This is an optimization exercise on Yosys and OpenROAD, whose aim is small area, not a production implementation.
Only simulation tests tie the RTL to the original design; equivalence was not proved.
Power and IR drop assume default switching activity.

[flow/config.mk]
export PLATFORM = sky130hd
export DESIGN_NAME = CPU
export DESIGN_NICKNAME = CPU
export VERILOG_FILES = /design/flow/design.v
export SDC_FILE = /design/flow/constraint.sdc
export NUM_CORES = 4
export LEC_CHECK = 0
export CAP_MARGIN = 20
export CORE_MARGIN = 2
export CORE_UTILIZATION = 40
export SLEW_MARGIN = 20
[flow/flow/run.sh]
#!/bin/bash
# Own layout flow: the standard flow with three changes.
#  1. Synthesis is synth_recipe.tcl unchanged except that Yosys's abc pass runs
#     flow/abc_area.script (an area-oriented mapping). abc maps only the
#     combinational logic, after the flip-flops are mapped and named, so the
#     registers are those of the standard synthesis.
#  2. Port buffers are sky130_fd_sc_hd__buf_1 instead of the default buffer.
#  3. Clock tree: clkbuf_8 buffers, sinks clustered by 20, no dummy loads.
# Each tool's output goes to a log file in the work folder.
set -euo pipefail
W=$PWD
F=$W/flow

{
	head -n 1 "$W/synth_recipe.tcl"
	cat <<EOF
proc abc {args} {
	set i [lsearch \$args -script]
	if { \$i >= 0 } { set args [lreplace \$args \$i [expr {\$i + 1}] -script $F/abc_area.script] }
	yosys abc {*}\$args
}
EOF
	tail -n +2 "$W/synth_recipe.tcl"
} > "$W/own_synth.tcl"

make -C "$FLOW_HOME" DESIGN_CONFIG="$W/config.mk" WORK_HOME="$W/orfs" CLKGATE_MAP_FILE= \
	SYNTH_SCRIPT="$W/own_synth.tcl" synth > "$W/own_synth.log" 2>&1

bash "$W/standard.sh" \
	"BUFFER_PORTS_ARGS=-buffer_cell sky130_fd_sc_hd__buf_1" \
	"CTS_ARGS=-sink_clustering_enable -repair_clock_nets -buf_list sky130_fd_sc_hd__clkbuf_8 -sink_clustering_size 20 -sink_clustering_max_diameter 50 -dont_use_dummy_load" \
	"RECOVER_POWER=100" finish > "$W/own_layout.log" 2>&1
[flow/standard.sh]
#!/bin/bash
# synth_recipe.tcl (not shown) runs the flow's synth.tcl, then flattens the netlist and writes it again
# the make line also repeats each setting of config.mk as NAME=value (left out here)
make -C /OpenROAD-flow-scripts/flow DESIGN_CONFIG=/design/flow/config.mk WORK_HOME=/design/flow/orfs CLKGATE_MAP_FILE= SYNTH_SCRIPT=/design/flow/synth_recipe.tcl "${@:-finish}"
[flow/constraint.sdc]
create_clock -name core_clock -period 10.0 [get_ports {clock}]
set_input_delay 2.0000 -clock core_clock [delete_from_list [all_inputs] [get_ports {clock}]]
set_output_delay 2.0000 -clock core_clock [all_outputs]
set_load 0.01 [all_outputs]
[flow/design.v]
`timescale 1ns / 1ps
module CPU(
	input clock,
	input [15:0] d_datain,
	input enable,
	input [15:0] i_datain,
	input reset,
	input start,
	output [7:0] d_addr,
	output [15:0] d_dataout,
	output d_we,
	output [7:0] i_addr
	);
	localparam [4:0] NOP = 5'b00000, HALT = 5'b00001, LOAD = 5'b00010, STORE = 5'b00011,
		LDIH = 5'b10000, ADD = 5'b01000, ADDI = 5'b01001, ADDC = 5'b10001, SUB = 5'b10010,
		SUBI = 5'b10011, SUBC = 5'b10100, CMP = 5'b01100, AND = 5'b01101, OR = 5'b01110,
		NOT = 5'b10111, XOR = 5'b01111, SLL = 5'b00100, SRL = 5'b00110, SLA = 5'b00101,
		SRA = 5'b00111, SLR = 5'b01010, SRR = 5'b01011, JUMP = 5'b11000, JMPR = 5'b11001,
		BZ = 5'b11010, BNZ = 5'b11011, BN = 5'b11100, BNN = 5'b11101, BC = 5'b11110,
		BNC = 5'b11111, INC = 5'b10101, DEC = 5'b10110;
	reg run;
	reg [7:0] pc;
	reg [7:0] id_hi, id_lo;
	reg [7:0] ex_hi, ex_lo;
	wire [15:0] id_ir = {id_hi, id_lo};
	wire [15:0] ex_ir = {ex_hi, ex_lo};
	reg [4:0] mem_op;
	reg [2:0] mem_r1;
	reg [15:0] reg_C;
	reg cf;
	reg [15:0] smdr1;
	reg wb_wr, wb_halt;
	reg [2:0] wb_r1;
	reg [15:0] reg_C1;
	reg p_wr;
	reg [2:0] p_r1;
	reg [15:0] reg_C2;
	reg [15:0] gr [0:7];
	wire mem_load  = (mem_op == LOAD);
	wire mem_store = (mem_op == STORE);
	wire zf = (reg_C == 16'd0);
	wire nf = reg_C[15];
	wire taken = (mem_op == JUMP) || (mem_op == JMPR) ||
		((mem_op == BZ) && zf) || ((mem_op == BNZ) && !zf) ||
		((mem_op == BN) && nf) || ((mem_op == BNN) && !nf) ||
		((mem_op == BC) && cf) || ((mem_op == BNC) && !cf);
	assign i_addr = pc;
	assign d_we = mem_store;
	assign d_addr = (mem_load || mem_store) ? reg_C[7:0] : 8'd0;
	assign d_dataout = mem_store ? smdr1 : 16'd0;
	wire mem_wr = (mem_op == LOAD) || (mem_op == LDIH) || (mem_op == ADD) ||
		(mem_op == ADDI) || (mem_op == ADDC) || (mem_op == SUB) || (mem_op == SUBI) ||
		(mem_op == SUBC) || (mem_op == INC) || (mem_op == DEC) || (mem_op == AND) ||
		(mem_op == OR) || (mem_op == NOT) || (mem_op == XOR) || (mem_op == SLL) ||
		(mem_op == SRL) || (mem_op == SLA) || (mem_op == SRA) || (mem_op == SLR) ||
		(mem_op == SRR);
	wire [4:0] iop = i_datain[15:11];
	wire [2:0] ld_r = id_ir[10:8];
	wire stall = (id_ir[15:11] == LOAD) && (
		(((iop == ADD) || (iop == ADDC) || (iop == SUB) || (iop == SUBC) ||
		  (iop == OR) || (iop == XOR) || (iop == AND)) &&
		 ((ld_r == i_datain[2:0]) || (ld_r == i_datain[6:4]))) ||
		(((iop == LOAD) || (iop == STORE) || (iop == INC) || (iop == DEC) ||
		  (iop == NOT) || (iop == SLL) || (iop == SRL) || (iop == SLA) ||
		  (iop == SRA) || (iop == SLR) || (iop == SRR)) &&
		 (ld_r == i_datain[6:4])) ||
		(((iop == LDIH) || (iop == ADDI) || (iop == SUBI)) &&
		 (ld_r == i_datain[10:8])));
	wire [4:0] op = ex_ir[15:11];
	wire [2:0] r1 = ex_ir[10:8];
	wire [2:0] r2 = ex_ir[6:4];
	wire [2:0] r3 = ex_ir[2:0];
	wire [3:0] f4 = ex_ir[3:0];
	wire [7:0] imm8 = ex_ir[7:0];
	wire op_br = (op == BZ) || (op == BNZ) || (op == BN) || (op == BNN) ||
		(op == BC) || (op == BNC) || (op == JMPR);
	wire op_imm = (op == LDIH) || (op == ADDI) || (op == SUBI);
	wire op_fwdA = (op == ADD) || (op == ADDC) || (op == SUB) || (op == SUBC) ||
		(op == CMP) || (op == AND) || (op == OR) || (op == NOT) || (op == XOR) ||
		(op == INC) || (op == DEC) || (op == SLL) || (op == SRL) || (op == SLA) ||
		(op == SRA) || (op == SLR) || (op == SRR);
	wire op_fwdB = (op == ADD) || (op == ADDC) || (op == SUB) || (op == SUBC) ||
		(op == CMP) || (op == AND) || (op == OR) || (op == XOR);
	wire a_p = op_fwdA && (r2 == p_r1);
	wire a_w = op_fwdA && (r2 == wb_r1) && !a_p;
	wire a_m = ((op_fwdA && (r2 == mem_r1)) || (op_imm && (r1 == mem_r1))) && !a_p && !a_w;
	wire a_g = (op != JUMP) && !a_p && !a_w && !a_m;
	wire [2:0] ra = (op_br || op_imm) ? r1 : r2;
	wire b_p = op_fwdB && (f4 == {1'b0, p_r1});
	wire b_w = op_fwdB && (f4 == {1'b0, wb_r1}) && !b_p;
	wire b_m = op_fwdB && (f4 == {1'b0, mem_r1}) && !b_p && !b_w;
	wire b_g = !b_p && !b_w && !b_m;
	wire [2:0] rb = (op == STORE) ? r1 : r3;
	reg [15:0] in1, fB;
	integer j;
	always @(*) begin
		in1 = ({16{a_p}} & reg_C2) | ({16{a_w}} & reg_C1) | ({16{a_m}} & reg_C);
		fB = ({16{b_p}} & reg_C2) | ({16{b_w}} & reg_C1) | ({16{b_m}} & reg_C);
		for (j = 0; j < 8; j = j + 1) begin
			in1 = in1 | ({16{a_g && (ra == j)}} & gr[j]);
			fB = fB | ({16{b_g && (rb == j)}} & gr[j]);
		end
	end
	reg [15:0] in2;
	always @(*) begin
		case (op)
			ADD, ADDC, SUB, SUBC, CMP, AND, OR, XOR: in2 = fB;
			STORE: in2 = {12'd0, f4};
			ADDI, SUBI, JUMP, JMPR, BZ, BNZ, BN, BNN, BC, BNC: in2 = {8'd0, imm8};
			LDIH: in2 = {imm8, 8'd0};
			default: in2 = 16'd0;
		endcase
	end
	wire op_sub = (op == SUB) || (op == SUBI) || (op == SUBC) || (op == CMP) || (op == DEC);
	wire op_addc = (op == ADDC) || (op == BC) || (op == BNC);
	wire [15:0] bx = op_sub ? ~in2 : in2;
	wire cin = (op_sub && (op != DEC)) || (op == INC) || (op_addc && cf);
	wire [15:0] pp = in1 ^ bx;
	wire [15:0] gg = in1 & bx;
	wire [16:0] cc;
	assign cc[0] = cin;
	genvar ci;
	generate
		for (ci = 0; ci < 16; ci = ci + 1) begin : g_rc
			assign cc[ci + 1] = gg[ci] | (pp[ci] & cc[ci]);
		end
	endgenerate
	wire [16:0] sum = {cc[16], pp ^ cc[15:0]};
	wire cf_next = op_addc ? sum[16] : ((op == SUBC) || (op == CMP)) ? !sum[16] : 1'b0;
	wire [3:0] k = f4;
	wire left = (op == SLL) || (op == SLA) || (op == SLR);
	wire [3:0] amt = left ? (4'd0 - k) : k;
	wire [31:0] rr = {in1, in1} >> amt;
	wire [15:0] rot = rr[15:0];
	reg [15:0] ge;
	integer i;
	always @(*)
		for (i = 0; i < 16; i = i + 1)
			ge[i] = (i >= k);
	wire [15:0] ger;
	genvar gi;
	generate
		for (gi = 0; gi < 16; gi = gi + 1) begin : g_rev
			assign ger[gi] = ge[15 - gi];
		end
	endgenerate
	wire shl = (op == SLL) || (op == SLA);
	wire shr = (op == SRL) || (op == SRA);
	wire [15:0] shm = shl ? ge : shr ? ger : 16'hffff;
	wire [15:0] shf = ((op == SRA) && in1[15]) ? ~ger : 16'd0;
	wire [15:0] shv = (rot & shm) | shf;
	reg [3:0] tt;
	always @(*) begin
		case (op)
			AND: tt = 4'b1000;
			OR: tt = 4'b1110;
			XOR: tt = 4'b0110;
			default: tt = 4'b0011;	 
		endcase
	end
	reg [15:0] lu;
	integer li;
	always @(*)
		for (li = 0; li < 16; li = li + 1)
			lu[li] = tt[{in1[li], in2[li]}];
	reg [15:0] result;
	always @(*) begin
		case (op)
			LOAD, STORE, LDIH, ADD, ADDI, ADDC, SUB, SUBI, SUBC, CMP, INC, DEC,
			JUMP, JMPR, BZ, BNZ, BN, BNN, BC, BNC: result = sum[15:0];
			AND, OR, XOR, NOT: result = lu;
			SLL, SLA, SLR, SRR, SRL, SRA: result = shv;
			default: result = 16'd0;
		endcase
	end
	always @(posedge clock or negedge reset) begin
		if (!reset)
			run <= 1'b0;
		else if (run)
			run <= enable && !wb_halt;
		else
			run <= enable && start;
	end
	always @(posedge clock or negedge reset) begin
		if (!reset) begin
			pc <= 8'd0;
			id_hi <= 8'd0;
			ex_hi <= 8'd0;
			mem_op <= 5'd0;
			mem_r1 <= 3'd0;
			reg_C <= 16'd0;
			wb_wr <= 1'b0;
			wb_halt <= 1'b0;
			wb_r1 <= 3'd0;
		end else if (run) begin
			if (stall)
				id_hi <= 8'd0;
			else begin
				id_hi <= i_datain[15:8];
				pc <= taken ? reg_C[7:0] : pc + 8'd1;
			end
			ex_hi <= id_hi;
			mem_op <= op;
			mem_r1 <= r1;
			reg_C <= result;
			wb_wr <= mem_wr;
			wb_halt <= (mem_op == HALT);
			wb_r1 <= mem_r1;
		end
	end
	always @(posedge clock) begin
		if (run) begin
			id_lo <= i_datain[7:0];
			ex_lo <= id_lo;
			cf <= cf_next;
			smdr1 <= fB;
			reg_C1 <= mem_load ? d_datain : reg_C;
			p_wr <= wb_wr;
			p_r1 <= wb_r1;
			reg_C2 <= reg_C1;
			if (p_wr)
				gr[p_r1] <= reg_C2;
		end
	end
endmodule
[flow/flow/abc_area.script]
&get -n
&st
&dch -f
&nf -a -R 1000
&put
mfs2
strash
&get -n
&st
&dch -f
&nf -a -R 1000
&put
topo
stime -c
==> results of run 1 <==
-- per-layer routing --
metal | vias to the layer above | share of wire | routed length [microns] | track usage
met5 | - | 0 | 0 | 0
met4 | 0 | 0.044 | 1996 | 0.1178
met3 | 136 | 0.12 | 5330 | 0.05165
met2 | 813 | 0.44 | 20170 | 0.4055
met1 | 5432 | 0.40 | 18030 | 0.3644
li1 | 4961 | - | - | -
-- power groups by stage --
stage	combinational [mW]	sequential [mW]	clock [mW]
floorplan	1.24	1.46	0
global placement	1.90	1.53	0
detailed placement	1.93	1.53	0
CTS	1.95	1.51	0.610
global route	2.16	1.53	0.644
finish	2.00	1.52	0.599
-- cell families after synthesis --
group | Yosys count | synth area share
compound gates | 359 | 0.1987
simple gates | 351 | 0.1239
flops | 251 | 0.5486
mux | 74 | 0.05838
xor+xnor | 50 | 0.03306
buf+inv | 33 | 0.009352
fa+ha+maj | 20 | 0.02796
-- what timing repair did --
| item | 4_1_cts | 5_1_grt |
|---|---|---|
| resized for setup | 1 | 6 |
| buffers inserted | 5 | 4 |
| setup endpoints to repair | 1 | 3 |
| cloned | 0 | 0 |
| pin swaps | 17 | 8 |
-- state kept, by name, indices dropped and copies added (netlist names), 16 cells and up --
register	flops
reg_C1	16
gr	128
smdr1	16
reg_C2	16
reg_C	16
-- path summary, 6_finish.rpt --
path | cells past startpoint | slack [ns] | start | end
max in group asynchronous | 2 | 5.09 | reset | run
worst max-delay path | 38 | 0.26 | ex_hi[5] | reg_C[15]
worst max register to register | 38 | 0.26 | ex_hi[5] | reg_C[15]
min in group asynchronous | 2 | 2.59 | reset | reg_C[1]
worst min-delay path | 0 | 0.42 | id_lo[3] | ex_lo[3]
worst min register to register | 0 | 0.42 | id_lo[3] | ex_lo[3]
-- cells in the final DEF, fill, tap and decap left out, types with 27 or more instances in the layout --
cell type  Yosys  routed
edfxtp_1     197     197
o22ai_1       27      27
nor2_1       117     108
nand3_1       35      35
dfrtp_1       54      48
a22oi_1       28      28
a222oi_1      78      78
clkinv_1      33      30
buf_4          0      66
o21ai_0       61      59
buf_1          0      67
nand2_1       80      79
clkbuf_8       0      29
a21oi_1       62      60
mux2i_1       48      48
-- through the flow --
step | util | instance area (sq um)
6_report | 0.4705 | 15310
5_1_grt | 0.4704 | 15310
4_1_cts | 0.4696 | 15280
3_5_place_dp | 0.4561 | 14840
3_3_place_gp | 0.4557 | 14830
2_1_floorplan | - | 13470
-- worst max-delay path, delay by kind of cell (launching register included) --
family / cells / cell delay (ns)
DFF: 1 / 0.44
buffers and inverters: 4 / 0.36
adders and majority gates: 16 / 5.71
and+or+nand+nor: 13 / 2.51
AOI/OAI and AO/OA: 5 / 0.50
-- area by class of cell --
cell class	count	area [sq um]	area share
flip-flops and latches	251	7277	0.4754
multi-input cells	854	6143	0.4013
repair buffers	146	805.8	0.05264
well taps	442	553.0	0.03613
clock buffers	29	399.1	0.02607
inverters	33	127.6	0.008337
diodes	1	2.502	0.0001635
==> results.ini, run 1 <==
[yosys]
ys.flop_type = edfxtp_1
synth_area_leader_cell = edfxtp_1
synth_common_cells = edfxtp_1, nor2_1, nand2_1, a222oi_1, a21oi_1
synth.top_cell.area_share = 0.4466
syn_area_sq_mm = 0.01325
yosysWarnings = 1
avgSynthCellArea_sq_um = 11.64
synthTopCellsByArea = edfxtp_1, dfrtp_1, a222oi_1, mux2i_1, nor2_1
synth_cells = 1138
synth_seq_cells = 251
yosysUniqueCellTypes = 50
synth_edf_count = 197
yosysMostFrequentCell = edfxtp_1
seq_area_frac_synth = 0.5486
syn-num-nets = 1194
synthArstFlopShare = 0.2151

[timing]
fin_setup_tns_ns = 0
setup_ws_ns = 0.2561
finalHoldViolCount = 0
slew_viol_final = 71
max_freq_mhz = 102.6
rsz0062_at_grt = true
finClkSkew_ns = 0.1171
period_needed_ns = 9.744
worst_slew_pin_slew_ns = 3.276
finalSetupViolCount = 0
whs_ns = 0.4175
slew_headroom = -1.184
fin_crit_sh = 0.9744

[clocking]
cts-buffers-inserted = 29
cts.clk_slew.worst_paths_ns = 0.08
cts_root_buffer = clkbuf_8
clk_latency_ns = 0.63
htree_levels = 1
clk_path_buf_depth = 3
ctsHoldBuffers = 0
cts_sinks = 251
cts_tree = yes

[status]
status = finished with violations
so.violations = max-capacitance violations, max-slew violations

[placed_design]
dp_slack_ns = -0.04702
hpwl_microns = 30160
routabilityCongestion = 0.9382
dp_cells = 1716
io_buffers = 68

[floorplan]
coreArea_sq_mm = 0.03254
io_pins = 69
die_h_microns = 186.0
die_x_microns = 186.0
num_rows = 66
start_util = 0.4071
die_area_sq_mm = 0.03458

[power_and_ir_drop]
pwr-share-comb = 0.486
p_switching_mw = 1.796
p_per_area_mw_per_mm2 = 269.1
ir_drop_uv = 111.2
total_power_mw = 4.119
seq_power_share = 0.369
pwr-share-clk = 0.145
power.leakage_nw = 5.295
p_int_mw = 2.322
switching_share = 0.4362

[setup_path]
cp-end-kind = register
crit_arrival_ns = 10.12
crit_path_max_fanout = 4
crit_path_frequent_cell = fa_2
crit_path_max_incr_delay_ns = 0.55
crit_required_ns = 10.37
cp-start-kind = register
worstSetupPathType = register to register
crit_slowest_cell = or4_4

[finish]
drive_gt1_frac = 0.1203
nFillCells = 3034
area_growth_pct = 15.58
final_net_count = 1371
instances_no_fill = 1756

[routing]
vias = 11340
ant_nets = 0
vias_per_cell = 6.459
totalWireLength_microns = 45520
drcViolationCount = 0
dr.pass1.iters = 10
initialDrtViolationCount = 2014
avgRoutedWirePerCell_microns = 25.92

[run]
max_cap_viol_count = 3

[global_route]
antenna_found_initial = 3
grt_pass1_wl_microns = 67900
grt_usage = 0.2644
grt_pass1_vias = 10880
grt-ovfl-total = 0
grt_max_degree = 74

[min_path]
hp-class = register to register

==> run 2, diff against run 1 <==
--- a/flow/flow/run.sh
+++ b/flow/flow/run.sh
@@ -31,2 +31,2 @@
 	"CTS_ARGS=-sink_clustering_enable -repair_clock_nets -buf_list sky130_fd_sc_hd__clkbuf_8 -sink_clustering_size 20 -sink_clustering_max_diameter 50 -dont_use_dummy_load" \
-	"RECOVER_POWER=100" finish > "$W/own_layout.log" 2>&1
+	finish > "$W/own_layout.log" 2>&1
==> run 2 against run 1 <==
Against the previous run:
- now clean on timing, DRC and antenna
- combinational power about the same
- utilization increased by 0.17 points
- register-to-register slack got worse by 0.02 ns
- critical endpoint unchanged
==> results.ini, run 2 <==
[setup_path]
cp-endpoint = reg_C[15]
rrSetupSlack_ns = 0.24
cp-start-kind = register
crit_slowest_cell = or4_4
cp.depth = 36
crit_path_max_fanout = 4
cp-end-kind = register
crit_path_max_incr_delay_ns = 0.55
startpoint = ex_hi[5]
crit_family = adder cells
cp_num_buf_inv = 4
r2r_start = ex_hi[5]
crit_required_ns = 10.36
reg2regPathDepth = 36
worstSetupPathType = register to register
crit_arrival_ns = 10.12
crit_path_frequent_cell = fa_2
reg2reg_to = reg_C[15]

[yosys]
synthArstFlopShare = 0.2151
yosysMostFrequentCell = edfxtp_1
seq_area_frac_synth = 0.5486
synth_common_cells = edfxtp_1, nor2_1, nand2_1, a222oi_1, a21oi_1
synth_seq_cells = 251
synthTopCellsByArea = edfxtp_1, dfrtp_1, a222oi_1, mux2i_1, nor2_1
synth.top_cell.area_share = 0.4466
synth_area_leader_cell = edfxtp_1
yosysWarnings = 1
avgSynthCellArea_sq_um = 11.64
synth_edf_count = 197
ys.flop_type = edfxtp_1
syn-num-nets = 1194
synth_cells = 1138
yosysUniqueCellTypes = 50
syn_area_sq_mm = 0.01325

[floorplan]
die_h_microns = 186.0
die_x_microns = 186.0
coreArea_sq_mm = 0.03254
num_rows = 66
start_util = 0.4071
die_area_sq_mm = 0.03458
io_pins = 69

[finish]
register_area_sq_mm = 0.007277
mostFrequentLayoutCell = edfxtp_1
final_net_count = 1371
fin_util = 0.4722
largest_reg_flops = 128
final_cell_mix = edfxtp_1, nor2_1, nand2_1, a222oi_1, buf_4
area_growth_pct = 15.98
stdcell_area_sq_mm = 0.01536
regMostFlops = gr
drive_gt1_frac = 0.1302
multiInputGateArea_sq_mm = 0.006160
nFillCells = 3026

[routing]
drcViolationCount = 0
ant_nets = 0
dr.pass1.iters = 8
vias_per_cell = 6.450
avgRoutedWirePerCell_microns = 25.88
totalWireLength_microns = 45450
vias = 11330
initialDrtViolationCount = 1910

[clocking]
clk_path_buf_depth = 3
cts_sinks = 251
cts.clk_slew.worst_paths_ns = 0.08
htree_levels = 1
clk_latency_ns = 0.63
ctsHoldBuffers = 0
cts_root_buffer = clkbuf_8
cts_tree = yes
cts-buffers-inserted = 29

[power_and_ir_drop]
p_int_mw = 2.323
p_per_area_mw_per_mm2 = 267.9
switching_share = 0.4355
pwr-share-clk = 0.145
p_switching_mw = 1.792
ir_drop_uv = 111.4
power.leakage_nw = 5.339
seq_power_share = 0.369
pwr-share-comb = 0.486

[global_route]
antenna_found_initial = 3
grt-ovfl-total = 0
grt_pass1_wl_microns = 67900
grt_pass1_vias = 10880
grt_max_degree = 74
grt_usage = 0.2644

[timing]
slew_viol_final = 0
finalHoldViolCount = 0
finalSetupViolCount = 0
fin_crit_sh = 0.9760
finClkSkew_ns = 0.1199
slew_headroom = 0.3007
setup_ws_ns = 0.2404
max_freq_mhz = 102.5
rsz0062_at_grt = true
whs_ns = 0.4175
period_needed_ns = 9.760
worst_slew_pin_slew_ns = 1.042

[placed_design]
placed_area_sq_mm = 0.01484
routabilityCongestion = 0.9382
hpwl_microns = 30160
io_buffers = 68
dp_slack_ns = -0.04702

[run]
max_cap_viol_count = 0

[min_path]
hp-class = register to register

[status]
status = complete, no violations

[run 2: cell counts after synthesis]
Identical to the previous run, type by type.
[run 2: cell type report]
| type | count | share of cell area |
|---|---|---|
| clock buffers | 29 | 0.02598 |
| well taps | 442 | 0.03600 |
| inverters | 33 | 0.008308 |
| repair buffers | 146 | 0.05490 |
| diodes | 1 | 0.0001629 |
| flip-flops and latches | 251 | 0.4737 |
| multi-input cells | 854 | 0.4010 |
[run 2: cell families (layout without fill, tap and decap cells)]
logic type               after synthesis  in the layout  synth area share
AND/OR/NAND/NOR                      351            351            0.1239
XOR/XNOR                              50             50           0.03306
adder cells (fa/ha/maj)               20             20           0.02796
other                                  0              1                 0
AO/OA/AOI/OAI                        359            359            0.1987
flip-flops                           251            251            0.5486
buffers and inverters                 33            208          0.009352
multiplexers                          74             74           0.05838
[run 2: worst min-delay path by stage]
stage / start / end / cells after the start
global placement: id_lo[7] / ex_lo[7] / 0
detailed placement: id_lo[7] / ex_lo[7] / 0
floorplan: id_lo[0] / ex_lo[0] / 0
CTS: id_lo[3] / ex_lo[3] / 0
global route: id_lo[3] / ex_lo[3] / 0
finish: id_lo[3] / ex_lo[3] / 0
[run 2: power by group through the flow]
stage / Combinational, mW / Clock (mW) / Sequential (mW)
finish: 2.00 / 0.597 / 1.52
detailed placement: 1.93 / 0 / 1.53
global placement: 1.90 / 0 / 1.53
CTS: 1.95 / 0.610 / 1.51
global route: 2.17 / 0.644 / 1.54
floorplan: 1.24 / 0 / 1.46
[run 2: routing by layer]
metal | routed length (microns) | GRT usage | vias up
met2 | 20150 | 0.4055 | 764
met3 | 5104 | 0.05165 | 135
met1 | 18170 | 0.3644 | 5467
met4 | 2025 | 0.1178 | 0
li1 | - | - | 4961
met5 | 0 | 0 | -
[run 2: stage by stage]
| step | TNS (ns) | power [mW] | instances |
|---|---|---|---|
| after global routing | -0.1040 | 4.344 | 1755 |
| after global placement | 0 | 3.432 | 1715 |
| final | 0 | 4.116 | 1756 |
| after detailed placement | -0.04702 | 3.462 | 1716 |
| after CTS | 0 | 4.070 | 1750 |
| after floorplan | -0.9955 | 2.706 | 1138 |
[run 2: timing repair]
action                     in CTS  in global routing
pin swaps                      17                  8
setup endpoints to repair       1                  3
gates resized for setup         1                  6
buffers inserted                5                  4
hold endpoints to repair        0                  0
==> run 3, diff against run 2 <==
--- a/flow/config.mk
+++ b/flow/config.mk
@@ -7,5 +7,5 @@
 export LEC_CHECK = 0
-export CAP_MARGIN = 20
+export CAP_MARGIN = 0
 export CORE_MARGIN = 2
 export CORE_UTILIZATION = 40
-export SLEW_MARGIN = 20
+export SLEW_MARGIN = 0
==> run 3 against run 2 <==
Against the previous run:
- cell area fell by 0.46%
- via count shrank 0.22%
- sequential power barely moved
- fmax about the same
- largest power group unchanged
- synthesized cell count did not move
- clock skew rose by 0.0023 ns
- hold slack got worse by 0.0022 ns
- utilization is 0.22 points lower
- global-route usage shrank 0.21 points
- critical path type unchanged
- count of clock-buffer cells in the layout decreased by 2
- still clean on timing, DRC and antenna
- cell count decreased by 0.34%
==> results.ini, run 3 <==
[setup_path]
rrSetupSlack_ns = 0.25
crit_slowest_cell = dfrtp_2
cp-end-kind = register
cp-endpoint = reg_C[15]
crit_path_frequent_cell = fa_2
crit_arrival_ns = 10.11
cp-start-kind = register
r2r_start = ex_hi[6]
startpoint = ex_hi[6]
reg2regPathDepth = 37
worstSetupPathType = register to register
crit_required_ns = 10.36
crit_path_max_fanout = 5
reg2reg_to = reg_C[15]
crit_path_max_incr_delay_ns = 0.46

[finish]
drive_gt1_frac = 0.1262
largest_reg_flops = 128
final_net_count = 1365
final_cell_mix = edfxtp_1, nor2_1, nand2_1, a222oi_1, buf_4
regMostFlops = gr
instances_no_fill = 1750
mostFrequentLayoutCell = edfxtp_1
nFillCells = 3028
area_growth_pct = 15.45
fin_util = 0.4700

[yosys]
synthTopCellsByArea = edfxtp_1, dfrtp_1, a222oi_1, mux2i_1, nor2_1
syn_area_sq_mm = 0.01325
syn-num-nets = 1194
synth_compound_gate_area_share = 0.1987
yosysUniqueCellTypes = 50
synth-simple-area-share = 0.1239
synthXorXnorAreaFrac = 0.03306
synth_cells = 1138
yosysWarnings = 1
synth_top_family_by_area = compound AO/OA/AOI/OAI gates
synthArstFlopShare = 0.2151
synth_seq_cells = 251
synth_area_leader_cell = edfxtp_1
synth.top_cell.area_share = 0.4466
synth.area.mux_share = 0.05838
avgSynthCellArea_sq_um = 11.64
synth_common_cells = edfxtp_1, nor2_1, nand2_1, a222oi_1, a21oi_1
ys.flop_type = edfxtp_1
yosysMostFrequentCell = edfxtp_1
seq_area_frac_synth = 0.5486
synth_fa_ha_area_frac = 0.02796
synth_edf_count = 197

[clocking]
cts_root_buffer = clkbuf_8
cts_sinks = 251
cts.clk_slew.worst_paths_ns = 0.08
ctsHoldBuffers = 0
clk_path_buf_depth = 3
clk_latency_ns = 0.63
htree_levels = 1
cts_tree = yes
cts-buffers-inserted = 27

[status]
status = complete, no violations

[floorplan]
die_x_microns = 186.0
die_area_sq_mm = 0.03458
die_h_microns = 186.0
coreArea_sq_mm = 0.03254
num_rows = 66
io_pins = 69
start_util = 0.4071

[power_and_ir_drop]
p_per_area_mw_per_mm2 = 266.8
total_power_mw = 4.080
ir_drop_uv = 155.2
power.leakage_nw = 5.304

[timing]
whs_ns = 0.4153
finClkSkew_ns = 0.1223
slew_viol_final = 0
period_needed_ns = 9.750
fin_setup_tns_ns = 0
max_freq_mhz = 102.6
finalSetupViolCount = 0
worst_slew_pin_slew_ns = 1.324
rsz0062_at_grt = true
fin_crit_sh = 0.9750
finalHoldViolCount = 0
slew_headroom = 0.1111

[global_route]
grt_pass1_wl_microns = 67210
grt-ovfl-total = 0
grt_usage = 0.2623
grt_max_degree = 74
antenna_found_initial = 1
grt_pass1_vias = 10810

[routing]
vias = 11300
ant_nets = 0
drcViolationCount = 0
dr.pass1.iters = 10
initialDrtViolationCount = 1712
avgRoutedWirePerCell_microns = 25.87
totalWireLength_microns = 45270
vias_per_cell = 6.458

[run]
max_cap_viol_count = 0

[min_path]
hp-class = register to register

[placed_design]
dp_cells = 1715
hpwl_microns = 30190
io_buffers = 68
routabilityCongestion = 0.9382

## run 3: power by group
| part | internal, mW | switching (mW) | total (mW) | leakage (nW) |
|---|---|---|---|---|
| Clock | 0.238 | 0.333 | 0.571 | 0.194 |
| Sequential | 1.30 | 0.220 | 1.52 | 2.44 |
| Combinational | 0.765 | 1.22 | 1.99 | 2.67 |
| Total | 2.30 | 1.78 | 4.08 | 5.30 |
## run 3: final cells by class
cell class,count,area (sq um),share of cell area
Clock buffer,27,371.6,0.02430
Sequential cell,251,7277,0.4759
Timing Repair Buffer,142,812.0,0.05310
Inverter,33,127.6,0.008346
Antenna cell,1,2.502,0.0001636
Tap cell,442,553.0,0.03616
Multi-Input combinational cell,854,6148,0.4021
## run 3: logic make-up after synthesis
group / Yosys count
DFF: 251
buffers and inverters: 33
and+or+nand+nor: 351
AOI/OAI and AO/OA: 359
adders and majority gates: 20
muxes: 74
xor gates and xnor gates: 50
## run 3: repair_timing
| action | in CTS | in global routing |
|---|---|---|
| gates cloned | 0 | 0 |
| resized for setup | 1 | 8 |
| pin swaps | 16 | 12 |
| endpoints found under the setup margin | 1 | 3 |
| buffers inserted | 5 | 2 |
## run 3: through the flow
stage	instance area, sq um	worst slack (ns)
2_1_floorplan	13470	-0.5404
3_3_place_gp	14830	0.09375
5_1_grt	15290	-0.07121
3_5_place_dp	14830	-0.05858
6_report	15290	0.2497
4_1_cts	15240	0.004507
## run 3: worst min path at each step
stage / start / endpoint / slack, ns / depth (start not counted)
finish: id_lo[1] / ex_lo[1] / 0.42 / 0
global route: id_lo[3] / ex_lo[3] / 0.42 / 0
CTS: id_lo[7] / ex_lo[7] / 0.42 / 0
detailed placement: id_lo[1] / ex_lo[1] / 0.41 / 0
global placement: id_lo[7] / ex_lo[7] / 0.40 / 0
floorplan: id_lo[0] / ex_lo[0] / 0.40 / 0
## run 3: metal layers
layer	wire length, microns	part of all wire	track usage	up-vias
met2	19820	0.44	0.4012	777
met3	5032	0.11	0.05400	138
li1	-	-	-	4949
met1	18290	0.40	0.3596	5438
met4	2135	0.047	0.1191	0
met5	0	0	0	-
## run 3: worst max-delay path, delay by kind of cell (launching register included)
kind / cells / cell delay, ns
buffers and inverters: 3 / 0.16
and+or+nand+nor: 10 / 1.72
xor gates and xnor gates: 1 / 0.17
adders and majority gates: 16 / 5.82
DFF: 1 / 0.46
AOI/OAI and AO/OA: 7 / 1.23
==> run 4, diff against run 3 <==
--- a/flow/flow/run.sh
+++ b/flow/flow/run.sh
@@ -30,3 +30,3 @@
 	"BUFFER_PORTS_ARGS=-buffer_cell sky130_fd_sc_hd__buf_1" \
-	"CTS_ARGS=-sink_clustering_enable -repair_clock_nets -buf_list sky130_fd_sc_hd__clkbuf_8 -sink_clustering_size 20 -sink_clustering_max_diameter 50 -dont_use_dummy_load" \
+	"CTS_ARGS=-sink_clustering_enable -repair_clock_nets -buf_list sky130_fd_sc_hd__clkbuf_8 -sink_clustering_size 20 -sink_clustering_max_diameter 70 -dont_use_dummy_load" \
 	finish > "$W/own_layout.log" 2>&1
--- a/flow/config.mk
+++ b/flow/config.mk
@@ -7,5 +7,5 @@
 export LEC_CHECK = 0
-export CAP_MARGIN = 0
+export CAP_MARGIN = 20
 export CORE_MARGIN = 2
 export CORE_UTILIZATION = 40
-export SLEW_MARGIN = 0
+export SLEW_MARGIN = 20
==> run 4 against run 3 <==
Against the previous run:
- still clean on timing, DRC and antenna
- sequential cell count did not move
- via count decreased by 0.14%
- count of clock-buffer cells in the layout fell by 7
- non-clock buffer count increased by 3
- critical path depth down 1
- routed wire length increased by 0.11%
- cell count is 0.23% lower
- critical endpoint unchanged
==> results.ini, run 4 <==
[timing]
fin_crit_sh = 0.9762
worst_slew_pin_slew_ns = 1.049
finalSetupViolCount = 0
rsz0062_at_grt = true
finalHoldViolCount = 0
period_needed_ns = 9.762
max_freq_mhz = 102.4
finClkSkew_ns = 0.05124
slew_headroom = 0.2959
slew_viol_final = 0
setup_ws_ns = 0.2378

[setup_path]
crit_arrival_ns = 10.13
crit_required_ns = 10.36
crit_path_max_incr_delay_ns = 0.55
crit_path_frequent_cell = fa_2
cp-end-kind = register
worstSetupPathType = register to register
cp-start-kind = register
crit_slowest_cell = or4_4
crit_path_max_fanout = 4
rrSetupSlack_ns = 0.24

[yosys]
syn_area_sq_mm = 0.01325
yosysUniqueCellTypes = 50
ys.flop_type = edfxtp_1
avgSynthCellArea_sq_um = 11.64
synth_common_cells = edfxtp_1, nor2_1, nand2_1, a222oi_1, a21oi_1
yosysMostFrequentCell = edfxtp_1
seq_area_frac_synth = 0.5486
synthTopCellsByArea = edfxtp_1, dfrtp_1, a222oi_1, mux2i_1, nor2_1
synthArstFlopShare = 0.2151
synth_edf_count = 197
syn-num-nets = 1194
yosysWarnings = 1
synth.top_cell.area_share = 0.4466
synth_seq_cells = 251
synth_area_leader_cell = edfxtp_1
synth_cells = 1138

[clocking]
ctsHoldBuffers = 0
htree_levels = 1
cts_sinks = 251
cts_root_buffer = clkbuf_8
cts-buffers-inserted = 20
cts.clk_slew.worst_paths_ns = 0.12
clk_latency_ns = 0.58
cts_tree = yes
clk_path_buf_depth = 3

[finish]
stdcell_area_sq_mm = 0.01523
regMostFlops = gr
largest_reg_flops = 128
instances_no_fill = 1746
final_net_count = 1361
final_cell_mix = edfxtp_1, nor2_1, nand2_1, a222oi_1, buf_4
area_growth_pct = 14.99
nFillCells = 3032
drive_gt1_frac = 0.1236
mostFrequentLayoutCell = edfxtp_1

[min_path]
hp-class = register to register

[power_and_ir_drop]
pwr-share-comb = 0.496
ir_drop_uv = 166.1
p_per_area_mw_per_mm2 = 264.0
seq_power_share = 0.378
switching_share = 0.4419
pwr-share-clk = 0.126
p_int_mw = 2.244
p_switching_mw = 1.777
total_power_mw = 4.022
power.leakage_nw = 5.270

[global_route]
grt_pass1_vias = 10790
grt_pass1_wl_microns = 67660
grt_usage = 0.2637
grt_max_degree = 74
antenna_found_initial = 3
grt-ovfl-total = 0

[routing]
ant_nets = 0
avgRoutedWirePerCell_microns = 25.96
initialDrtViolationCount = 1847
vias_per_cell = 6.464
dr.pass1.iters = 14
vias = 11290
drcViolationCount = 0
totalWireLength_microns = 45320

[run]
max_cap_viol_count = 0

[placed_design]
dp_cells = 1716
hpwl_microns = 30160
routabilityCongestion = 0.9382
placed_area_sq_mm = 0.01484
io_buffers = 68
dp_slack_ns = -0.04702

[floorplan]
coreArea_sq_mm = 0.03254
die_area_sq_mm = 0.03458
die_x_microns = 186.0
die_h_microns = 186.0
num_rows = 66
io_pins = 69
start_util = 0.4071

[status]
status = complete, no violations

[run 4: worst max-delay path, delay by kind of cell (launching register included)]
kind            cells  cell delay (ns)
compound gates      5             0.55
flops               1             0.46
buf+inv             4             0.36
fa+ha+maj          16             5.71
simple gates       11             2.48
[run 4: cell type report]
class / count / area [sq um] / share of cell area
timing repair buffer: 145 / 835.8 / 0.05488
multi-input combinational: 854 / 6160 / 0.4044
tap: 442 / 553.0 / 0.03631
clock buffer: 20 / 275.3 / 0.01807
antenna: 1 / 2.502 / 0.0001643
sequential: 251 / 7277 / 0.4778
inverter: 33 / 127.6 / 0.008379
[run 4: power by group through the flow]
stage / clock network [mW] / registers (mW) / logic [mW]
floorplan: 0 / 1.46 / 1.24
global placement: 0 / 1.53 / 1.90
detailed placement: 0 / 1.53 / 1.93
CTS: 0.516 / 1.51 / 1.95
global route: 0.545 / 1.53 / 2.16
finish: 0.508 / 1.52 / 2.00
[run 4: final timing paths]
path,to,from,cells past startpoint
min in group asynchronous,id_hi[1],reset,2
hold reg to reg,ex_lo[7],id_lo[7],0
max in group asynchronous,ex_hi[4],reset,2
setup reg to reg,reg_C[15],ex_hi[5],36
setup / recovery,reg_C[15],ex_hi[5],36
hold / removal,ex_lo[7],id_lo[7],0
[run 4: logic make-up after synthesis]
group / count (synthesis) / share of synthesized area
multiplexers: 74 / 0.05838
buffers and inverters: 33 / 0.009352
AO/OA/AOI/OAI: 359 / 0.1987
XOR/XNOR: 50 / 0.03306
flip-flops: 251 / 0.5486
adder cells (fa/ha/maj): 20 / 0.02796
AND/OR/NAND/NOR: 351 / 0.1239
[run 4: timing repair]
action                     in CTS  in global routing
setup endpoints to repair       1                  3
pin swaps                      17                  8
resized for setup               1                  6
buffers inserted                5                  3
[run 4: stage by stage]
step | hold WS, ns | util | TNS, ns
final | 0.4157 | 0.4681 | 0
after global routing | 0.4202 | 0.4680 | -0.1422
after CTS | 0.4160 | 0.4658 | 0
after detailed placement | 0.4065 | 0.4561 | -0.04702
after global placement | 0.4009 | 0.4557 | 0
after floorplan | 0.4003 | - | -0.9955
[run 4: per-layer routing]
layer / vias to the layer above / global-route usage / share of wire
met2: 806 / 0.4013 / 0.44
met1: 5391 / 0.3640 / 0.40
met4: 0 / 0.1250 / 0.052
met3: 144 / 0.04989 / 0.11
li1: 4945 / - / -
met5: - / 0 / 0
==> run 5, diff against run 4 <==
--- a/flow/design.v
+++ b/flow/design.v
@@ -119,11 +119,6 @@
 	wire [15:0] gg = in1 & bx;
-	wire [16:0] cc;
-	assign cc[0] = cin;
-	genvar ci;
-	generate
-		for (ci = 0; ci < 16; ci = ci + 1) begin : g_rc
-			assign cc[ci + 1] = gg[ci] | (pp[ci] & cc[ci]);
-		end
-	endgenerate
-	wire [16:0] sum = {cc[16], pp ^ cc[15:0]};
+	wire [8:0] sum_lo = {1'b0, in1[7:0]} + {1'b0, bx[7:0]} + {8'd0, cin};
+	wire [8:0] sum_h0 = {1'b0, in1[15:8]} + {1'b0, bx[15:8]};
+	wire [8:0] sum_h1 = {1'b0, in1[15:8]} + {1'b0, bx[15:8]} + 9'd1;
+	wire [16:0] sum = {sum_lo[8] ? sum_h1 : sum_h0, sum_lo[7:0]};
 	wire cf_next = op_addc ? sum[16] : ((op == SUBC) || (op == CMP)) ? !sum[16] : 1'b0;
==> run 5 against run 4 <==
Against the previous run:
- global-route usage shrank 0.45 points
- non-clock buffer count shrank 36
- hold slack gained 0.0085 ns
- clock power grew 2%
- still clean
- sequential cell count is the same
- die area grew 2.6%
- register-to-register slack gained 1.5 ns
- utilization shrank 1.7 points
- critical endpoint is now cf
- largest power group unchanged
- total power grew 9.2%
==> results.ini, run 5 <==
[timing]
finalSetupViolCount = 0
slew_headroom = 0.2565
worst_slew_pin_slew_ns = 1.110
rsz0062_at_grt = false
period_needed_ns = 8.227
fin_crit_sh = 0.8227
slew_viol_final = 0
finClkSkew_ns = 0.08055
fin_setup_tns_ns = 0
finalHoldViolCount = 0
max_freq_mhz = 121.5

[routing]
avgRoutedWirePerCell_microns = 25.92
ant_nets = 0
drcViolationCount = 0
totalWireLength_microns = 46820
vias_per_cell = 6.472
initialDrtViolationCount = 2131
dr.pass1.iters = 14
vias = 11690

[run]
max_cap_viol_count = 0

[floorplan]
die_x_microns = 188.4
die_h_microns = 188.4
io_pins = 69
die_area_sq_mm = 0.03549
coreArea_sq_mm = 0.03353
start_util = 0.4056
num_rows = 67

[clocking]
clk_latency_ns = 0.59
ctsHoldBuffers = 0
cts_root_buffer = clkbuf_8
htree_levels = 1
cts.clk_slew.worst_paths_ns = 0.08
cts_tree = yes
postCtsSetupRepairBufs = 0
cts-buffers-inserted = 22
post_cts_resized = 0
cts_sinks = 251
clk_path_buf_depth = 3

[yosys]
synth_seq_cells = 251
seq_area_frac_synth = 0.5343
synth.top_cell.area_share = 0.4350
synthTopCellsByArea = edfxtp_1, dfrtp_1, a222oi_1, nand2_1, nor2_1
avgSynthCellArea_sq_um = 11.08
yosysMostFrequentCell = edfxtp_1
synth_cells = 1227
yosysWarnings = 1
synthArstFlopShare = 0.2151
synth_edf_count = 197
synth_area_leader_cell = edfxtp_1
syn_area_sq_mm = 0.01360
synth_common_cells = edfxtp_1, nand2_1, nor2_1, a21oi_1, a222oi_1
ys.flop_type = edfxtp_1
yosysUniqueCellTypes = 51
syn-num-nets = 1286

[finish]
largest_reg_flops = 128
final_cell_mix = edfxtp_1, nand2_1, nor2_1, a21oi_1, a222oi_1
regMostFlops = gr
mostFrequentLayoutCell = edfxtp_1
num_antenna_cells = 0
final_net_count = 1419
nFillCells = 3123
area_growth_pct = 11.21
fin_util = 0.4511
drive_gt1_frac = 0.06038

[placed_design]
routabilityCongestion = 1.009
hpwl_microns = 31930
io_buffers = 68

[setup_path]
rrSetupSlack_ns = 1.77
startpoint = ex_hi[7]
cp-endpoint = cf
crit_required_ns = 10.26
reg2reg_to = cf
cp-end-kind = register
worstSetupPathType = register to register
cp-start-kind = register
r2r_start = ex_hi[7]
crit_arrival_ns = 8.49
reg2regPathDepth = 27
crit_path_max_fanout = 19

[global_route]
antenna_found_initial = 0
grt_pass1_vias = 10860
grt_usage = 0.2592
grt-ovfl-total = 0
grt_max_degree = 72
grt_pass1_wl_microns = 69550

[status]
status = complete, no violations

[power_and_ir_drop]
power.leakage_nw = 5.269
p_per_area_mw_per_mm2 = 290.4
ir_drop_uv = 125.1

[min_path]
worstHoldStart = id_lo[3]
hp-class = register to register

[run 5: report_power, final]
part	switching, mW	total [mW]	internal (mW)
clock network	0.324	0.520	0.196
logic	1.43	2.30	0.871
registers	0.271	1.57	1.30
[run 5: logic make-up after synthesis]
logic type | count (synthesis) | synth area share
adders and majority gates | 23 | 0.02282
DFF | 251 | 0.5343
and+or+nand+nor | 401 | 0.1351
buffers and inverters | 30 | 0.008280
xor gates and xnor gates | 72 | 0.04637
AOI/OAI and AO/OA | 382 | 0.1998
muxes | 68 | 0.05336
[run 5: metal layers]
layer	vias to the layer above	wire (microns)	track usage
li1	5160	-	-
met1	5550	19280	0.3705
met2	834	19460	0.3823
met3	144	5566	0.05010
met4	0	2515	0.1166
met5	-	0	0
[run 5: final cells by class]
type                            instances  area [sq um]  share of cell area
Sequential cell                       251          7271              0.4807
Multi-Input combinational cell        946          6315              0.4175
Timing Repair Buffer                  109         564.3             0.03731
Tap cell                              448         560.5             0.03706
Clock buffer                           22         302.8             0.02002
Inverter                               30         112.6            0.007445
[run 5: worst min path at each step]
stage / endpoint / slack [ns] / depth (start not counted)
floorplan: ex_lo[0] / 0.40 / 0
finish: ex_lo[3] / 0.42 / 0
global route: ex_lo[6] / 0.44 / 0
detailed placement: ex_lo[0] / 0.41 / 0
CTS: ex_lo[3] / 0.43 / 0
global placement: ex_lo[1] / 0.40 / 0
[run 5: critical path, stage by stage (launching register included)]
cell      delay, ns
dfrtp_1        0.59
nand2b_1       0.30
nor2_1         0.82
nand2_1        0.20
and4_1         0.29
nor4_2         0.27
buf_4          0.31
nor3_2         0.09
buf_4          0.22
nor4_1         0.37
nand2b_1       0.19
nor2_1         0.58
a222oi_1       0.21
and3_1         0.31
fa_1           0.48
fa_1           0.39
nor2b_1        0.16
o21ai_0        0.09
nand2b_1       0.13
a21o_1         0.14
a21o_1         0.16
a21o_1         0.13
a21o_1         0.23
nand3_1        0.16
nor3_1         0.34
nand4_1        0.17
xor2_1         0.25
mux2_1         0.36
[run 5: through the flow]
step / power, mW / hold WS [ns] / worst slack, ns / std cells / cell area, sq um
after CTS: 4.346 / 0.4282 / 1.920 / 1806 / 15120
after global routing: 4.658 / 0.4353 / 1.197 / 1806 / 15130
after floorplan: 3.056 / 0.4003 / 1.501 / 1227 / 13600
after detailed placement: 3.815 / 0.4072 / 2.019 / 1784 / 14820
final: 4.393 / 0.4242 / 1.773 / 1806 / 15130
after global placement: 3.808 / 0.4017 / 2.325 / 1784 / 14800
==> run 6, diff against run 5 <==
--- a/flow/config.mk
+++ b/flow/config.mk
@@ -7,5 +7,5 @@
 export LEC_CHECK = 0
-export CAP_MARGIN = 20
+export CAP_MARGIN = 0
 export CORE_MARGIN = 2
-export CORE_UTILIZATION = 40
-export SLEW_MARGIN = 20
+export CORE_UTILIZATION = 50
+export SLEW_MARGIN = 0
==> run 6 against run 5 <==
Against the previous run:
- still clean on timing, DRC and antenna
- sequential cell count did not move
- non-clock buffer count rose by 2
- hold slack improved by 0.0021 ns
- via count grew 0.18%
- global-route usage grew 7.1 points
- critical endpoint unchanged
- largest cell class unchanged
- largest power group unchanged
==> results.ini, run 6 <==
[timing]
fin_crit_sh = 0.8067
period_needed_ns = 8.067
finalHoldViolCount = 0
worst_slew_pin_slew_ns = 1.237
fin_setup_tns_ns = 0
rsz0062_at_grt = false
slew_viol_final = 0
finalSetupViolCount = 0
whs_ns = 0.4263
setup_ws_ns = 1.933
slew_headroom = 0.1701
max_freq_mhz = 124.0
finClkSkew_ns = 0.1091

[setup_path]
cp-end-kind = register
crit_path_frequent_cell = a21o_1
reg2regPathDepth = 28
crit_path_max_fanout = 19
cp-start-kind = register
cp_num_buf_inv = 2
crit_family = simple AND/OR/NAND/NOR gates
crit_slowest_cell = nor2_1
worstSetupPathType = register to register
rrSetupSlack_ns = 1.93
crit_arrival_ns = 8.31
r2r_start = ex_hi[4]
crit_required_ns = 10.25
crit_path_max_incr_delay_ns = 0.85
reg2reg_to = cf

[yosys]
seq_area_frac_synth = 0.5343
yosysUniqueCellTypes = 51
syn-num-nets = 1286
synth_common_cells = edfxtp_1, nand2_1, nor2_1, a21oi_1, a222oi_1
yosysWarnings = 1
synth_seq_cells = 251
synth.top_cell.area_share = 0.4350
syn_area_sq_mm = 0.01360
synthTopCellsByArea = edfxtp_1, dfrtp_1, a222oi_1, nand2_1, nor2_1
synth_area_leader_cell = edfxtp_1
avgSynthCellArea_sq_um = 11.08
yosysMostFrequentCell = edfxtp_1
ys.flop_type = edfxtp_1
synth_cells = 1227
synth_edf_count = 197
synthArstFlopShare = 0.2151

[floorplan]
io_pins = 69
coreArea_sq_mm = 0.02680
num_rows = 60
start_util = 0.5075
die_x_microns = 168.9
die_h_microns = 168.9
die_area_sq_mm = 0.02854

[finish]
area_growth_pct = 10.00
regMostFlops = gr
num_antenna_cells = 0
mostFrequentLayoutCell = edfxtp_1
largest_reg_flops = 128
stdcell_area_sq_mm = 0.01496
final_net_count = 1419
final_cell_mix = edfxtp_1, nand2_1, nor2_1, a21oi_1, a222oi_1
drive_gt1_frac = 0.05817
fin_util = 0.5582
nFillCells = 2398

[clocking]
post_cts_resized = 0
cts-buffers-inserted = 20
cts_sinks = 251
clk_path_buf_depth = 3
cts_root_buffer = clkbuf_8
cts_tree = yes
postCtsSetupRepairBufs = 0
htree_levels = 1
clk_latency_ns = 0.59
ctsHoldBuffers = 0
cts.clk_slew.worst_paths_ns = 0.11

[min_path]
min_path_cells = 0
worstHoldStart = id_lo[0]
worstHoldEndpoint = ex_lo[0]
hp-class = register to register

[routing]
totalWireLength_microns = 47470
dr.pass1.iters = 9
vias = 11710
ant_nets = 0
initialDrtViolationCount = 2257
avgRoutedWirePerCell_microns = 27.94
vias_per_cell = 6.892
drcViolationCount = 0

[global_route]
grt_usage = 0.3302
grt_pass1_wl_microns = 69960
grt-ovfl-total = 0
antenna_found_initial = 0
grt_max_degree = 70
grt_pass1_vias = 10750

[placed_design]
hpwl_microns = 32260
io_buffers = 68
dp_slack_ns = 2.224
placed_area_sq_mm = 0.01469
routabilityCongestion = 0.9793

[power_and_ir_drop]
power.leakage_nw = 5.253
p_per_area_mw_per_mm2 = 295.0
ir_drop_uv = 167.4

[run]
max_cap_viol_count = 0

[status]
status = complete, no violations

==> run 6: cell types whose count changed in the layout (fill, tap and decap cells not counted), sizes merged <==
cell    before  now
clkbuf      23   21
buf        108  110
==> run 6: routing by layer <==
metal / track usage / vias to the layer above / share of wire
li1: - / 5159 / -
met1: 0.4890 / 5550 / 0.42
met2: 0.4779 / 886 / 0.42
met3: 0.05752 / 114 / 0.12
met4: 0.1428 / 0 / 0.044
met5: 0 / - / 0
==> run 6: power by group <==
part	internal [mW]	leakage, nW	total [mW]	switching, mW
sequential	1.30	2.44	1.56	0.259
combinational	0.875	2.67	2.35	1.47
clock	0.179	0.144	0.505	0.326
total	2.36	5.25	4.41	2.06
==> run 6: layout make-up <==
cell class | instances | area (sq um) | area share
Sequential cell | 251 | 7271 | 0.4860
Multi-Input combinational cell | 946 | 6296 | 0.4208
Clock buffer | 20 | 275.3 | 0.01840
Timing Repair Buffer | 111 | 579.3 | 0.03872
Tap cell | 341 | 426.7 | 0.02852
Inverter | 30 | 112.6 | 0.007527
==> run 6: logic make-up (layout without fill, tap and decap cells) <==
family          Yosys count  count (layout)  share of synthesized area
mux                      68              68                    0.05336
compound gates          382             382                     0.1998
flops                   251             251                     0.5343
simple gates            401             401                     0.1351
xor+xnor                 72              72                    0.04637
fa+ha+maj                23              23                    0.02282
buf+inv                  30             161                   0.008280
==> run 6: worst max path at each step <==
stage	start	to	cells past startpoint
after CTS	ex_hi[4]	cf	28
after detailed placement	ex_hi[4]	cf	28
after floorplan	ex_hi[7]	cf	26
after global routing	ex_hi[4]	cf	28
after global placement	ex_hi[7]	cf	28
final	ex_hi[4]	cf	28
==> run 6: stage by stage <==
| step | instances | total power [mW] |
|---|---|---|
| after floorplan | 1227 | 3.056 |
| after global placement | 1679 | 3.834 |
| after detailed placement | 1679 | 3.840 |
| after CTS | 1699 | 4.347 |
| after global routing | 1699 | 4.654 |
| final | 1699 | 4.413 |
==> run 6: worst register-to-register path, delay by kind of cell (launching register included) <==
| kind | cells | cell delay, ns |
|---|---|---|
| AO/OA/AOI/OAI | 7 | 1.42 |
| XOR/XNOR | 2 | 0.31 |
| adder cells (fa/ha/maj) | 2 | 0.82 |
| buffers and inverters | 2 | 0.48 |
| flip-flops | 1 | 0.68 |
| multiplexers | 1 | 0.33 |
| AND/OR/NAND/NOR | 14 | 3.73 |
==> run 7, diff against run 6 <==
--- a/flow/flow/abc_area.script
+++ b/flow/flow/abc_area.script
@@ -1 +1,8 @@
+&get -n
+&st
+&dch -f
+&nf -a -R 1000
+&put
+mfs2
+strash
 &get -n
--- a/flow/config.mk
+++ b/flow/config.mk
@@ -9,3 +9,3 @@
 export CORE_MARGIN = 2
-export CORE_UTILIZATION = 50
+export CORE_UTILIZATION = 40
 export SLEW_MARGIN = 0
==> run 7 against run 6 <==
Against the previous run:
- non-clock buffer count down 1
- register-to-register slack got worse by 0.85 ns
- sequential cell count unchanged
- area after synthesis grew 0.13%
- critical path depth up 8
- hold slack got worse by 0.039 ns
- cell count is 6.8% higher
- die area rose by 25%
- cell area grew 1.2%
- worst setup slack worse by 0.85 ns
- total power is 1.8% higher
==> results.ini, run 7 <==
[status]
status = complete, no violations

[yosys]
syn-num-nets = 1294
synth-simple-area-share = 0.1334
syn_area_sq_mm = 0.01362
synthTopCellsByArea = edfxtp_1, dfrtp_1, a222oi_1, nand2_1, a21oi_1
synth_fa_ha_area_frac = 0.02279
synth_seq_cells = 251
synth.area.mux_share = 0.05513
synth_common_cells = edfxtp_1, nand2_1, nor2_1, a21oi_1, a222oi_1
yosysMostFrequentCell = edfxtp_1
synth_edf_count = 197
synth_top_family_by_area = compound AO/OA/AOI/OAI gates
synthXorXnorAreaFrac = 0.04438
synth_compound_gate_area_share = 0.2021
avgSynthCellArea_sq_um = 11.03
synth.top_cell.area_share = 0.4344
synth_area_leader_cell = edfxtp_1
ys.flop_type = edfxtp_1
seq_area_frac_synth = 0.5336
yosysUniqueCellTypes = 55
yosysWarnings = 1
synthArstFlopShare = 0.2151
synth_cells = 1235

[finish]
final_cell_mix = edfxtp_1, nand2_1, nor2_1, a21oi_1, a222oi_1
largest_reg_flops = 128
area_growth_pct = 11.20
final_net_count = 1428
drive_gt1_frac = 0.05999
fin_util = 0.4516
regMostFlops = gr
num_antenna_cells = 0
instances_no_fill = 1815
nFillCells = 3202
mostFrequentLayoutCell = edfxtp_1

[routing]
avgRoutedWirePerCell_microns = 26.03
vias_per_cell = 6.530
totalWireLength_microns = 47240
ant_nets = 0
initialDrtViolationCount = 1936
drcViolationCount = 0
vias = 11850
dr.pass1.iters = 10

[timing]
finalHoldViolCount = 0
fin_setup_tns_ns = 0
slew_viol_final = 0
finClkSkew_ns = 0.1138
fin_crit_sh = 0.8920
period_needed_ns = 8.920
worst_slew_pin_slew_ns = 1.316
slew_headroom = 0.1166
setup_ws_ns = 1.080
max_freq_mhz = 112.1
finalSetupViolCount = 0
rsz0062_at_grt = false

[setup_path]
crit_path_max_incr_delay_ns = 0.80
cp-end-kind = register
crit_slowest_cell = nor3_2
crit_arrival_ns = 9.17
cp-start-kind = register
crit_required_ns = 10.25
worstSetupPathType = register to register
crit_path_max_fanout = 22
crit_path_frequent_cell = nand2_1

[placed_design]
routabilityCongestion = 0.9667
dp_slack_ns = 1.422
dp_cells = 1793
io_buffers = 68
hpwl_microns = 32260

[clocking]
postCtsSetupRepairBufs = 0
ctsHoldBuffers = 0
post_cts_resized = 0
cts_sinks = 251
cts_tree = yes
clk_path_buf_depth = 3
htree_levels = 1
cts.clk_slew.worst_paths_ns = 0.12
cts_root_buffer = clkbuf_8
cts-buffers-inserted = 22
clk_latency_ns = 0.60

[floorplan]
die_x_microns = 188.5
io_pins = 69
start_util = 0.4061
num_rows = 67
die_area_sq_mm = 0.03554
coreArea_sq_mm = 0.03353
die_h_microns = 188.5

[global_route]
grt_max_degree = 70
grt_pass1_vias = 11240
grt_pass1_wl_microns = 70590
grt-ovfl-total = 0
grt_usage = 0.2616
antenna_found_initial = 0

[min_path]
hp-class = register to register

[power_and_ir_drop]
p_per_area_mw_per_mm2 = 296.5
power.leakage_nw = 5.284
ir_drop_uv = 129.4

[run]
max_cap_viol_count = 0

## run 7: changes by cell type in the layout (fill, tap and decap cells not counted), sizes merged, moves of 6 or more
cell,previous run,this run
a21o,12,5
a22oi,29,15
a211oi,11,4
nor2,113,119
a222oi,81,88
a21oi,82,94
xor2,34,24
a22o,10,17
xnor2,38,45
o21ai,69,77
## run 7: logic make-up (layout without fill, tap and decap cells)
logic type,count (synthesis),count (layout)
adders and majority gates,23,23
AOI/OAI and AO/OA,388,388
DFF,251,251
buffers and inverters,31,163
and+or+nand+nor,403,403
xor gates and xnor gates,69,69
muxes,70,70
## run 7: cell type report
cell class                      count  area [sq um]  area share
Inverter                           31         116.4    0.007684
Sequential cell                   251          7271      0.4801
Clock buffer                       22         302.8     0.01999
Tap cell                          448         560.5     0.03702
Multi-Input combinational cell    953          6321      0.4174
Timing Repair Buffer              110         571.8     0.03776
## run 7: worst paths after layout
path	from	end	slack [ns]	cells after the start
hold reg to reg	id_lo[3]	ex_lo[3]	0.39	0
hold / removal	id_lo[3]	ex_lo[3]	0.39	0
max in group asynchronous	reset	reg_C[15]	7.80	2
setup / recovery	ex_hi[4]	cf	1.08	36
setup reg to reg	ex_hi[4]	cf	1.08	36
min in group asynchronous	reset	pc[6]	1.58	2
## run 7: critical path, delay by kind of cell (launching register included)
family	cells	cell delay, ns
adder cells (fa/ha/maj)	2	0.96
buffers and inverters	3	0.73
AND/OR/NAND/NOR	21	4.40
XOR/XNOR	1	0.17
flip-flops	1	0.78
AO/OA/AOI/OAI	8	1.23
multiplexers	1	0.34
## run 7: stage by stage
step / total power, mW / hold slack [ns] / instance area [sq um]
global route: 4.758 / 0.4157 / 15140
detailed placement: 3.905 / 0.4054 / 14840
finish: 4.491 / 0.3874 / 15140
global placement: 3.873 / 0.4019 / 14840
floorplan: 3.123 / 0.4003 / 13620
CTS: 4.439 / 0.4000 / 15140
## run 7: routing by layer
layer | wire length, microns | global-route usage
met1 | 18990 | 0.3583
met2 | 20100 | 0.3876
met3 | 5381 | 0.05550
met4 | 2763 | 0.1436
met5 | 0 | 0
## run 7: report_power, final
part           switching [mW]  total [mW]  internal [mW]
Clock                   0.328       0.525          0.197
Sequential              0.266        1.57           1.31
Combinational            1.48        2.39          0.910
==> run 8, diff against run 7 <==
==> flow/flow/abc_area.script (replaced) <==
&get -n
&st
&dch -f
&nf -a -R 1000
&put
mfs2
strash
&get -n
&st
&dch -f
&nf -a -R 1000
&put
buffer -c
topo
stime -c
upsize -c
dnsize -c
==> run 8 against run 7 <==
Against the previous run:
- global-route usage up 0.057 points
- cell area shrank 0.26%
- count of clock-buffer cells in the layout decreased by 3
- utilization fell by 1.3 points
- total power shrank 1.4%
- synthesized cell count up 5.9%
- highest routed layer is now met5
- first-iteration DRC count is 16% higher
==> results.ini, run 8 <==
[yosys]
syn_area_sq_mm = 0.01398
synth_edf_count = 197
synth_seq_cells = 251
syn-num-nets = 1367
ys.flop_type = edfxtp_1
yosysWarnings = 1
synth_cells = 1308
synth_area_leader_cell = edfxtp_1
avgSynthCellArea_sq_um = 10.69
seq_area_frac_synth = 0.5197
synth.top_cell.area_share = 0.4230
synthTopCellsByArea = edfxtp_1, dfrtp_1, a222oi_1, nand2_1, nor2_1
synthArstFlopShare = 0.2151
synth_common_cells = edfxtp_1, nand2_1, nor2_1, a21oi_1, a222oi_1
yosysUniqueCellTypes = 64
yosysMostFrequentCell = edfxtp_1

[timing]
max_freq_mhz = 118.1
rsz0062_at_grt = false
fin_crit_sh = 0.8470
finalHoldViolCount = 0
fin_setup_tns_ns = 0
slew_viol_final = 0
finClkSkew_ns = 0.07915
slew_headroom = 0.1539
finalSetupViolCount = 0
period_needed_ns = 8.470
worst_slew_pin_slew_ns = 1.260

[setup_path]
cp_num_buf_inv = 3
worstSetupPathType = register to register
rrSetupSlack_ns = 1.53
crit_family = simple AND/OR/NAND/NOR gates
crit_arrival_ns = 8.74
crit_path_max_fanout = 19
crit_path_max_incr_delay_ns = 0.87
cp-end-kind = register
crit_path_frequent_cell = a21o_1
cp-start-kind = register
crit_required_ns = 10.27
crit_slowest_cell = nor2_1

[clocking]
cts_tree = yes
htree_levels = 1
cts-buffers-inserted = 19
ctsHoldBuffers = 0
clk_path_buf_depth = 3
cts_root_buffer = clkbuf_8
cts_sinks = 251
cts.clk_slew.worst_paths_ns = 0.08
postCtsSetupRepairBufs = 0
clk_latency_ns = 0.59
post_cts_resized = 0

[placed_design]
io_buffers = 68
placed_area_sq_mm = 0.01484
routabilityCongestion = 0.9746
dp_cells = 1791
hpwl_microns = 32880

[finish]
final_cell_mix = edfxtp_1, nand2_1, nor2_1, a21oi_1, a222oi_1
final_net_count = 1416
num_antenna_cells = 0
stdcell_area_sq_mm = 0.01510
largest_reg_flops = 128
drive_gt1_frac = 0.08856
instances_no_fill = 1810
mostFrequentLayoutCell = edfxtp_1
regMostFlops = gr
area_growth_pct = 8.017
fin_util = 0.4383

[global_route]
grt_max_degree = 71
grt_usage = 0.2622
grt_pass1_vias = 11180
antenna_found_initial = 2
grt-ovfl-total = 0
grt_pass1_wl_microns = 71820

[power_and_ir_drop]
ir_drop_uv = 112.6
p_per_area_mw_per_mm2 = 293.3
power.leakage_nw = 5.376
total_power_mw = 4.430

[floorplan]
coreArea_sq_mm = 0.03446
die_x_microns = 191.0
die_h_microns = 191.0
start_util = 0.4058
num_rows = 68
die_area_sq_mm = 0.03647
io_pins = 69

[run]
max_cap_viol_count = 0

[routing]
vias_per_cell = 6.570
avgRoutedWirePerCell_microns = 26.44
totalWireLength_microns = 47860
ant_nets = 0
vias = 11890
drcViolationCount = 0
dr.pass1.iters = 14
initialDrtViolationCount = 2246

[min_path]
hp-class = register to register

[status]
status = complete, no violations

[run 8: per-layer routing]
metal,GRT usage,vias up,routed length (microns)
met2,0.3880,875,20060
met4,0.1348,4,3039
met5,0,-,23
li1,-,5152,-
met3,0.04149,187,5195
met1,0.3711,5674,19540
[run 8: layout make-up]
class	count	area [sq um]
clock buffers	19	261.5
well taps	455	569.3
repair buffers	109	564.3
multi-input cells	946	6326
fillers	3289	19350
inverters	30	112.6
flip-flops and latches	251	7271
[run 8: cell families after synthesis]
kind of cell,Yosys count,synth area share
AND/OR/NAND/NOR,401,0.1340
XOR/XNOR,72,0.04510
buffers and inverters,111,0.03141
flip-flops,251,0.5197
AO/OA/AOI/OAI,382,0.1957
multiplexers,68,0.05190
adder cells (fa/ha/maj),23,0.02219
[run 8: where the power goes]
group | internal [mW] | total [mW] | switching [mW]
sequential | 1.30 | 1.56 | 0.257
combinational | 0.898 | 2.37 | 1.47
clock | 0.171 | 0.503 | 0.331
total | 2.37 | 4.43 | 2.06
[run 8: final timing paths]
path | startpoint | endpoint | depth (start not counted)
max | ex_hi[4] | cf | 28
min | id_lo[3] | ex_lo[3] | 0
max reg2reg | ex_hi[4] | cf | 28
min reg2reg | id_lo[3] | ex_lo[3] | 0
max in group asynchronous | reset | reg_C[14] | 2
min in group asynchronous | reset | id_hi[7] | 2
[run 8: metrics by stage]
stage	hold WS (ns)	setup slack [ns]
floorplan	0.4003	3.804
global placement	0.4042	2.174
detailed placement	0.4045	1.916
CTS	0.4398	1.839
global route	0.4428	1.193
finish	0.4326	1.530

## separate check: timing with driven ports
In the flow no input, the clock included, has a driving cell. The finished layouts below were timed again as built, in two steps.
Step 1: set_driving_cell puts a clkbuf_16 on clock and a buf_2 on each other input, an assumption about the parent block.
Step 2 also shifts input and output timing later by t, the mid clock arrival at the registers, as if the neighbouring blocks saw the same clock.
Three values: ideal ports, drivers, drivers and shift; two values: the first two.
| run | t, ns | setup slack, ns | worst setup path after step 2 | worst slew at a driven data input, ns |
|---|---|---|---|---|
| run 1 | 0.623 | 0.256 / 0.256 / 0.256 | register to register | 0.04 |
| run 2 | 0.621 | 0.240 / 0.240 / 0.240 | register to register | 0.04 |
| run 3 | 0.618 | 0.250 / 0.250 / 0.250 | register to register | 0.05 |
| run 4 | 0.598 | 0.238 / 0.238 / 0.238 | register to register | 0.04 |
| run 5 | 0.603 | 1.773 / 1.773 / 1.773 | register to register | 0.07 |
| run 6 | 0.589 | 1.933 / 1.933 / 1.933 | register to register | 0.07 |
| run 7 | 0.596 | 1.080 / 1.080 / 1.080 | register to register | 0.04 |
| run 8 | 0.593 | 1.530 / 1.530 / 1.530 | register to register | 0.04 |
